Source: an optimization exercise on an open RTL-to-GDS flow (aim: small area, a short achievable clock period and few clock cycles per item). Production flows keep margins and buffers that such runs may drop. Power and IR drop assume default switching activity.

==> flow/design.v <==
module booth_controller(
    input clk,
    input rst,
    input [1:0] mode,
    input start,
    input [15:0] M,
    input [15:0] Q,
    output [31:0] result,
    output done
);
  reg [15:0] Ar;
  reg [15:0] Qr;
  reg [15:0] Mr;
  reg        m0;            
  reg        lb1, lb2, lb3, w2, w1, o2, o1;
  reg        busy;
  reg [2:0]  cnt;
  always @(posedge clk) begin
    Mr <= M;
    m0 <= ~mode[1] & ~mode[0];
    lb1 <= mode[1];
    lb2 <= mode[1] | mode[0];
    lb3 <= mode[1] & ~mode[0];
    w2 <= mode[1] & ~rst;
    w1 <= mode[0] & ~mode[1] & ~rst;
    o2 <= mode[1] & ~mode[0] & ~rst;
    o1 <= mode[0] & ~rst;
  end
  wire [3:0] lb = {lb3, lb2, lb1, 1'b1};
  wire [15:0] As = Ar;
  wire [15:0] Qs = Qr;
  function [5:0] enc;       
    input [4:0] x;          
    enc = {x[1] ^ x[0], (x[2] & ~x[1] & ~x[0]) | (~x[2] & x[1] & x[0]), x[2],
           x[3] ^ x[2], (x[4] & ~x[3] & ~x[2]) | (~x[4] & x[3] & x[2]), x[4]};
  endfunction
  wire [4:0] ld0 = {Q[3:0], 1'b0};
  wire [4:0] ld1 = {Q[7:4], 1'b0};
  wire [4:0] ld2 = {Q[11:8], 1'b0};
  wire [4:0] ld3 = {Q[15:12], 1'b0};
  wire [4:0] ls1 = mode[1] ? ld1 : ld0;
  wire [4:0] ls2 = (mode == 2'b00) ? ld0 : ld2;
  wire [4:0] ls3 = mode[1] ? ld3 : mode[0] ? ld2 : ld0;
  wire [4:0] nx0 = {Qr[7:4], Qr[3]};
  wire [4:0] nx1 = {Qr[15:12], Qr[11]};
  wire [4:0] nx2 = m0 ? nx0 : nx1;
  reg [5:0] dg [0:3];
  always @(posedge clk) begin
    dg[0] <= enc(busy ? nx0 : ld0);
    dg[1] <= enc(busy ? nx0 : ls1);
    dg[2] <= enc(busy ? nx2 : ls2);
    dg[3] <= enc(busy ? nx2 : ls3);
  end
  wire [3:0] a_one, a_two, a_neg, b_one, b_two, b_neg;
  genvar b, j;
  generate
    for (b = 0; b < 4; b = b + 1) begin : g_dig
      assign {a_one[b], a_two[b], a_neg[b], b_one[b], b_two[b], b_neg[b]} = dg[b];
    end
  endgenerate
  function [35:0] add36;
    input [35:0] a, b;
    reg [35:0] p, g, c;
    integer i, k;
    begin
      p = a ^ b;
      g = a & b;
      for (i = 1; i <= 6; i = i + 1)
        for (k = (1 << i) - 1; k < 36; k = k + (1 << i)) begin
          g[k] = g[k] | (p[k] & g[k - (1 << (i - 1))]);
          p[k] = p[k] & p[k - (1 << (i - 1))];
        end
      for (i = 6; i > 0; i = i - 1)
        for (k = (1 << i) + (1 << (i - 1)) - 1; k < 36; k = k + (1 << i)) begin
          g[k] = g[k] | (p[k] & g[k - (1 << (i - 1))]);
          p[k] = p[k] & p[k - (1 << (i - 1))];
        end
      c = {g[34:0], 1'b0};
      add36 = a ^ b ^ c;
    end
  endfunction
  wire [15:0] Mp = {Mr[14:12], Mr[11] & ~lb[3], Mr[10:8], Mr[7] & ~lb[2],
                    Mr[6:4], Mr[3] & ~lb[1], Mr[2:0], 1'b0};
  wire [15:0] P0, P1, R1, X, C, V;
  generate
    for (j = 0; j < 16; j = j + 1) begin : g_col
      localparam integer B = j / 4, R = j % 4;
      assign P0[j] = ((a_one[B] & Mr[j]) | (a_two[B] & Mp[j])) ^ a_neg[B];
      assign P1[j] = ((b_one[B] & Mr[j]) | (b_two[B] & Mp[j])) ^ b_neg[B];
      if (j == 0) begin : g_r0
        assign R1[j] = a_neg[0];
        assign V[j]  = b_neg[0];
      end else if (j == 1) begin : g_r1
        assign R1[j] = b_neg[0];
        assign V[j]  = C[j-1];
      end else if (R == 0) begin : g_l0
        assign R1[j] = lb[B] ? a_neg[B] : P1[j-2];
        assign V[j]  = lb[B] ? b_neg[B] : C[j-1];
      end else if (R == 1) begin : g_l1
        assign R1[j] = lb[B] ? b_neg[B] : P1[j-2];
        assign V[j]  = C[j-1];
      end else begin : g_in
        assign R1[j] = P1[j-2];
        assign V[j]  = C[j-1];
      end
      assign X[j] = As[j] ^ P0[j] ^ R1[j];
      assign C[j] = (As[j] & P0[j]) | (As[j] & R1[j]) | (P0[j] & R1[j]);
    end
  endgenerate
  wire [3:0] xe [0:3];
  wire [3:0] ye [0:3];
  generate
    for (b = 0; b < 4; b = b + 1) begin : g_ext
      wire as = (b == 0 || b == 2) ? 1'b0 : As[4*b+3];
      wire s0 = ((a_one[b] | a_two[b]) & Mr[4*b+3]) ^ a_neg[b];
      wire s1 = ((b_one[b] | b_two[b]) & Mr[4*b+3]) ^ b_neg[b];
      wire e0 = P1[4*b+2], e1 = P1[4*b+3];
      wire x2 = as ^ s0 ^ s1;
      wire c2 = (as & s0) | (as & s1) | (s0 & s1);
      assign xe[b] = {x2, x2, as ^ s0 ^ e1, as ^ s0 ^ e0};
      assign ye[b] = {c2, (as & s0) | (as & e1) | (s0 & e1),
                      (as & s0) | (as & e0) | (s0 & e0), C[4*b+3]};
    end
  endgenerate
  wire [3:0] gu = ~lb | b_neg;
  wire [3:0] gv = lb & b_neg;
  wire [3:0] lt = {1'b1, lb[3:1]};
  wire [3:0] ue [0:3];
  wire [3:0] we [0:3];
  generate
    for (b = 0; b < 4; b = b + 1) begin : g_eop
      assign ue[b] = lt[b] ? xe[b] : 4'b1111;
      assign we[b] = lt[b] ? ye[b] : 4'b0000;
    end
  endgenerate
  wire [35:0] U = {ue[3], X[15:12], gu[3], ue[2], X[11:8], gu[2],
                   ue[1], X[7:4], gu[1], ue[0], X[3:0], gu[0]};
  wire [35:0] W = {we[3], V[15:12], gv[3], we[2], V[11:8], gv[2],
                   we[1], V[7:4], gv[1], we[0], V[3:0], gv[0]};
  wire [35:0] T = add36(U, W);
  wire [15:0] S = {T[31:28], T[22:19], T[13:10], T[4:1]};
  wire [3:0] E [0:3];
  assign E[0] = T[8:5];
  assign E[1] = T[17:14];
  assign E[2] = T[26:23];
  assign E[3] = T[35:32];
  wire [15:0] An = {E[3],
                    w2 ? E[2] : S[15:12],
                    m0 ? S[11:8] : E[1],
                    w2 ? E[0] : S[7:4]};
  wire [15:0] Qn = {w2 ? S[15:12] : w1 ? S[11:8] : S[3:0],
                    w2 ? S[11:8] : Qs[15:12],
                    w2 ? S[7:4] : w1 ? S[3:0] : Qs[11:8],
                    w2 ? S[3:0] : Qs[7:4]};
  always @(posedge clk) begin
    Ar <= busy ? An : 16'd0;
    Qr <= busy ? Qn : Q;
  end
  wire last = (cnt == 3'd0);
  always @(posedge clk) begin
    if (rst) busy <= 1'b0;
    else if (busy) busy <= ~last;
    else busy <= start;
    if (busy) cnt <= cnt - 3'd1;
    else cnt <= mode[1] ? 3'd1 : mode[0] ? 3'd2 : 3'd4;
  end
  assign result = o2 ? {Ar[15:12], Qr[15:12], Ar[11:8], Qr[11:8], Ar[7:4], Qr[7:4], Ar[3:0], Qr[3:0]} :
                  o1 ? {Ar[15:8], Qr[15:8], Ar[7:0], Qr[7:0]} :
                       {Ar, Qr};
  assign done = busy & last;
endmodule
==> flow/config.mk <==
export PLATFORM = sky130hd
export DESIGN_NAME = booth_controller
export DESIGN_NICKNAME = booth_controller
export VERILOG_FILES = /design/flow/design.v
export SDC_FILE = /design/flow/constraint.sdc
export NUM_CORES = 4
export LEC_CHECK = 0
export ABC_AREA = 1
export CAP_MARGIN = 60
export CORE_MARGIN = 2
export CORE_UTILIZATION = 40
export CTS_BUF_LIST = sky130_fd_sc_hd__clkbuf_8
export SETUP_SLACK_MARGIN = 5
export SLEW_MARGIN = 60
==> flow/constraint.sdc <==
create_clock -name core_clock -period 11.0 [get_ports {clk}]
set_input_delay 2.2000 -clock core_clock [delete_from_list [all_inputs] [get_ports {clk}]]
set_output_delay 2.2000 -clock core_clock [all_outputs]
set_load 0.01 [all_outputs]
standard.sh (not shown) runs the stock make flow with config.mk's settings and CLKGATE_MAP_FILE= SYNTH_SCRIPT=/design/flow/synth_recipe.tcl, a recipe that flattens the netlist after the stock synthesis.
==> flow/flow/run.sh <==
#!/bin/bash
# The standard layout, with the smallest buffer on every input and output
# port instead of the delay buffer that buffer_ports picks by default.
set -euo pipefail
export BUFFER_PORTS_ARGS="-buffer_cell sky130_fd_sc_hd__buf_1"
bash standard.sh > standard.log 2>&1
Next try:
--- a/flow/design.v
+++ b/flow/design.v
@@ -6,31 +6,35 @@
     input [15:0] M,
     input [15:0] Q,
     output [31:0] result,
     output done
 );
-  reg [15:0] Ar;
-  reg [15:0] Qr;
+  reg [31:0] z;
   reg [15:0] Mr;
   reg        m0;            
-  reg        lb1, lb2, lb3, w2, w1, o2, o1;
+  reg        lb1, lb2, lb3, w2, w2b, w1, g2, g1, g1s, g2s;
   reg        busy;
   reg [2:0]  cnt;
   always @(posedge clk) begin
     Mr <= M;
     m0 <= ~mode[1] & ~mode[0];
     lb1 <= mode[1];
     lb2 <= mode[1] | mode[0];
     lb3 <= mode[1] & ~mode[0];
     w2 <= mode[1] & ~rst;
     w1 <= mode[0] & ~mode[1] & ~rst;
-    o2 <= mode[1] & ~mode[0] & ~rst;
-    o1 <= mode[0] & ~rst;
+    w2b <= mode[1] | (rst & mode[0]);
+    g2 <= mode[1] & ~mode[0] & ~rst;
+    g1 <= mode[0] & ~rst;
+    g1s <= (mode[1] | mode[0]) & ~rst;
+    g2s <= mode[1] & ~(rst & mode[0]);
   end
   wire [3:0] lb = {lb3, lb2, lb1, 1'b1};
-  wire [15:0] As = Ar;
-  wire [15:0] Qs = Qr;
+  wire [15:0] As = {z[31:28],
+                    g2s ? z[23:20] : z[27:24],
+                    g1s ? z[15:12] : z[23:20],
+                    g2 ? z[7:4] : g1 ? z[11:8] : z[19:16]};
   function [5:0] enc;       
     input [4:0] x;          
     enc = {x[1] ^ x[0], (x[2] & ~x[1] & ~x[0]) | (~x[2] & x[1] & x[0]), x[2],
            x[3] ^ x[2], (x[4] & ~x[3] & ~x[2]) | (~x[4] & x[3] & x[2]), x[4]};
   endfunction
@@ -39,12 +43,12 @@
   wire [4:0] ld2 = {Q[11:8], 1'b0};
   wire [4:0] ld3 = {Q[15:12], 1'b0};
   wire [4:0] ls1 = mode[1] ? ld1 : ld0;
   wire [4:0] ls2 = (mode == 2'b00) ? ld0 : ld2;
   wire [4:0] ls3 = mode[1] ? ld3 : mode[0] ? ld2 : ld0;
-  wire [4:0] nx0 = {Qr[7:4], Qr[3]};
-  wire [4:0] nx1 = {Qr[15:12], Qr[11]};
+  wire [4:0] nx0 = {z[7:4], z[3]};
+  wire [4:0] nx1 = {z[23:20], z[19]};
   wire [4:0] nx2 = m0 ? nx0 : nx1;
   reg [5:0] dg [0:3];
   always @(posedge clk) begin
     dg[0] <= enc(busy ? nx0 : ld0);
     dg[1] <= enc(busy ? nx0 : ls1);
@@ -142,30 +146,33 @@
   wire [3:0] E [0:3];
   assign E[0] = T[8:5];
   assign E[1] = T[17:14];
   assign E[2] = T[26:23];
   assign E[3] = T[35:32];
-  wire [15:0] An = {E[3],
-                    w2 ? E[2] : S[15:12],
-                    m0 ? S[11:8] : E[1],
-                    w2 ? E[0] : S[7:4]};
-  wire [15:0] Qn = {w2 ? S[15:12] : w1 ? S[11:8] : S[3:0],
-                    w2 ? S[11:8] : Qs[15:12],
-                    w2 ? S[7:4] : w1 ? S[3:0] : Qs[11:8],
-                    w2 ? S[3:0] : Qs[7:4]};
-  always @(posedge clk) begin
-    Ar <= busy ? An : 16'd0;
-    Qr <= busy ? Qn : Q;
-  end
+  wire [31:0] zn = {E[3], S[15:12],
+                    w2 ? E[2] : S[11:8],
+                    w2 ? S[11:8] : w1 ? z[23:20] : S[7:4],
+                    m0 ? S[3:0] : E[1],
+                    m0 ? z[15:12] : S[7:4],
+                    w2b ? E[0] : w1 ? S[3:0] : z[11:8],
+                    w2b ? S[3:0] : z[7:4]};
+  wire [31:0] zi = {4'd0,
+                    mode[1] ? Q[15:12] : 4'd0,
+                    (mode == 2'b01) ? Q[15:12] : 4'd0,
+                    (mode == 2'b00) ? 4'd0 : Q[11:8],
+                    (mode == 2'b00) ? Q[15:12] : 4'd0,
+                    mode[1] ? Q[7:4] : mode[0] ? 4'd0 : Q[11:8],
+                    mode[1] ? 4'd0 : Q[7:4],
+                    Q[3:0]};
+  always @(posedge clk)
+    z <= busy ? zn : zi;
   wire last = (cnt == 3'd0);
   always @(posedge clk) begin
     if (rst) busy <= 1'b0;
     else if (busy) busy <= ~last;
     else busy <= start;
     if (busy) cnt <= cnt - 3'd1;
     else cnt <= mode[1] ? 3'd1 : mode[0] ? 3'd2 : 3'd4;
   end
-  assign result = o2 ? {Ar[15:12], Qr[15:12], Ar[11:8], Qr[11:8], Ar[7:4], Qr[7:4], Ar[3:0], Qr[3:0]} :
-                  o1 ? {Ar[15:8], Qr[15:8], Ar[7:0], Qr[7:0]} :
-                       {Ar, Qr};
+  assign result = z;
   assign done = busy & last;
 endmodule
Outcome: Design area is lower by a few percent. Utilization is higher by 0.75 points. Routed wire length is lower slightly. Global-route usage is higher by 0.34 points. Worst setup slack improved by 0.11 ns. Sequential power is higher by a little under a tenth. Via count is lower slightly. Final cell count is lower by a few percent. Synthesized area is lower by a few percent. Clock power is higher by about a fifth. Die area is lower by a few percent. Sequential cell count is higher by 3. Maximum frequency is higher by a few percent.
No run of this note included a check of the RTL's function; only the layout flow was run.

* * *

Setup of run a:
Starts from the design.v that is shown in full above.
Settings: LEC_CHECK=0, CAP_MARGIN=60, CORE_MARGIN=2, CORE_UTILIZATION=40, SETUP_SLACK_MARGIN=5, SLEW_MARGIN=60; clock period 11.0 ns.
Scripts as last shown in full above: flow/flow/run.sh
--- input diff run a..run b ---
--- a/flow/design.v
+++ b/flow/design.v
@@ -55,31 +55,31 @@
   genvar b, j;
   generate
     for (b = 0; b < 4; b = b + 1) begin : g_dig
       assign {a_one[b], a_two[b], a_neg[b], b_one[b], b_two[b], b_neg[b]} = dg[b];
     end
   endgenerate
-  function [35:0] add36;
-    input [35:0] a, b;
-    reg [35:0] p, g, c;
+  function [23:0] add24;
+    input [23:0] a, b;
+    reg [23:0] p, g, c;
     integer i, k;
     begin
       p = a ^ b;
       g = a & b;
-      for (i = 1; i <= 6; i = i + 1)
-        for (k = (1 << i) - 1; k < 36; k = k + (1 << i)) begin
+      for (i = 1; i <= 5; i = i + 1)
+        for (k = (1 << i) - 1; k < 24; k = k + (1 << i)) begin
           g[k] = g[k] | (p[k] & g[k - (1 << (i - 1))]);
           p[k] = p[k] & p[k - (1 << (i - 1))];
         end
-      for (i = 6; i > 0; i = i - 1)
-        for (k = (1 << i) + (1 << (i - 1)) - 1; k < 36; k = k + (1 << i)) begin
+      for (i = 5; i > 0; i = i - 1)
+        for (k = (1 << i) + (1 << (i - 1)) - 1; k < 24; k = k + (1 << i)) begin
           g[k] = g[k] | (p[k] & g[k - (1 << (i - 1))]);
           p[k] = p[k] & p[k - (1 << (i - 1))];
         end
-      c = {g[34:0], 1'b0};
-      add36 = a ^ b ^ c;
+      c = {g[22:0], 1'b0};
+      add24 = a ^ b ^ c;
     end
   endfunction
   wire [15:0] Mp = {Mr[14:12], Mr[11] & ~lb[3], Mr[10:8], Mr[7] & ~lb[2],
                     Mr[6:4], Mr[3] & ~lb[1], Mr[2:0], 1'b0};
   wire [15:0] P0, P1, R1, X, C, V;
   generate
@@ -121,32 +121,26 @@
       assign ye[b] = {c2, (as & s0) | (as & e1) | (s0 & e1),
                       (as & s0) | (as & e0) | (s0 & e0), C[4*b+3]};
     end
   endgenerate
   wire [3:0] gu = ~lb | b_neg;
   wire [3:0] gv = lb & b_neg;
-  wire [3:0] lt = {1'b1, lb[3:1]};
-  wire [3:0] ue [0:3];
-  wire [3:0] we [0:3];
+  wire [23:0] U = {xe[3], X[15:12], gu[3], X[11:8], gu[2], X[7:4], gu[1], X[3:0], gu[0]};
+  wire [23:0] W = {ye[3], V[15:12], gv[3], V[11:8], gv[2], V[7:4], gv[1], V[3:0], gv[0]};
+  wire [23:0] T = add24(U, W);
+  wire [15:0] S = {T[19:16], T[14:11], T[9:6], T[4:1]};
+  wire [2:0]  co = {T[15], T[10], T[5]};    
+  wire [3:0] E [0:3];
+  assign E[3] = T[23:20];
   generate
-    for (b = 0; b < 4; b = b + 1) begin : g_eop
-      assign ue[b] = lt[b] ? xe[b] : 4'b1111;
-      assign we[b] = lt[b] ? ye[b] : 4'b0000;
+    for (b = 0; b < 3; b = b + 1) begin : g_ecpa
+      wire [3:0] e0 = xe[b] + ye[b];
+      wire [3:0] e1 = xe[b] + ye[b] + 4'd1;
+      assign E[b] = co[b] ? e1 : e0;
     end
   endgenerate
-  wire [35:0] U = {ue[3], X[15:12], gu[3], ue[2], X[11:8], gu[2],
-                   ue[1], X[7:4], gu[1], ue[0], X[3:0], gu[0]};
-  wire [35:0] W = {we[3], V[15:12], gv[3], we[2], V[11:8], gv[2],
-                   we[1], V[7:4], gv[1], we[0], V[3:0], gv[0]};
-  wire [35:0] T = add36(U, W);
-  wire [15:0] S = {T[31:28], T[22:19], T[13:10], T[4:1]};
-  wire [3:0] E [0:3];
-  assign E[0] = T[8:5];
-  assign E[1] = T[17:14];
-  assign E[2] = T[26:23];
-  assign E[3] = T[35:32];
   wire [15:0] An = {E[3],
                     w2 ? E[2] : S[15:12],
                     m0 ? S[11:8] : E[1],
                     w2 ? E[0] : S[7:4]};
   wire [15:0] Qn = {w2 ? S[15:12] : w1 ? S[11:8] : S[3:0],
                     w2 ? S[11:8] : Qs[15:12],
## What came out
Run a → run b: global-route wire length before repair +790 um; number of distinct standard cells referenced by the synthesized netlist +about 30%; finished layout cell area +0.44%; count of sequential standard cells ~0 delta; aggregate global-route resource usage +0.47 points. [run b] worst setup slack fell 35 ps relative to run a. More vias were needed by run a than by run b. Max relative contribution of the clock network to total power across run a and run b: run a. ~same sequential fraction of total cell area in run a and run b. Share of synthesized area spent on multiplexers: lower on run b. Looking at leakage power of the design, run b sits above run a. Worst hold slack came out higher on run b than on run a. On cell total after placement, the higher figure sits with run a, not run b. Sort run a and run b by part of the total power dissipated in combinational logic asc -> top: run a.
No functional check of the RTL was part of any run of this note.

## re-timing with driven ports
The flow's constraints put no driver on any port. The routed layouts listed below were extracted and timed again, unchanged, in two steps.
Step 1 (the two cells are an assumption about what drives the block):
set clk [get_ports {clk}]
set_driving_cell -lib_cell sky130_fd_sc_hd__clkbuf_16 $clk
set_driving_cell -lib_cell sky130_fd_sc_hd__buf_2 [delete_from_list [all_inputs] $clk]
Step 2 also shifts input and output timing later by t, the mid clock arrival at the registers, as if the neighbouring blocks saw the same clock.
a / b / c = ideal / step 1 / step 2; a / b = the first two.
run | shift t [ns] | setup WS [ns] | worst setup path after step 2 | worst register clock-pin slew, ns | pins driven straight from the clock port
the first run of note 1 | 0.404 | 6.822 / 6.822 / 6.822 | register to register | 0.10 / 0.10 | 1
the second run of note 1 | 0.408 | 6.929 / 6.929 / 6.929 | register to register | 0.10 / 0.10 | 1
run a | 0.386 | 6.426 / 6.426 / 6.426 | register to register | 0.07 / 0.07 | 1
run b | 0.393 | 6.391 / 6.391 / 6.391 | register to register | 0.07 / 0.07 | 1
After both steps setup and hold are still met in every run listed.
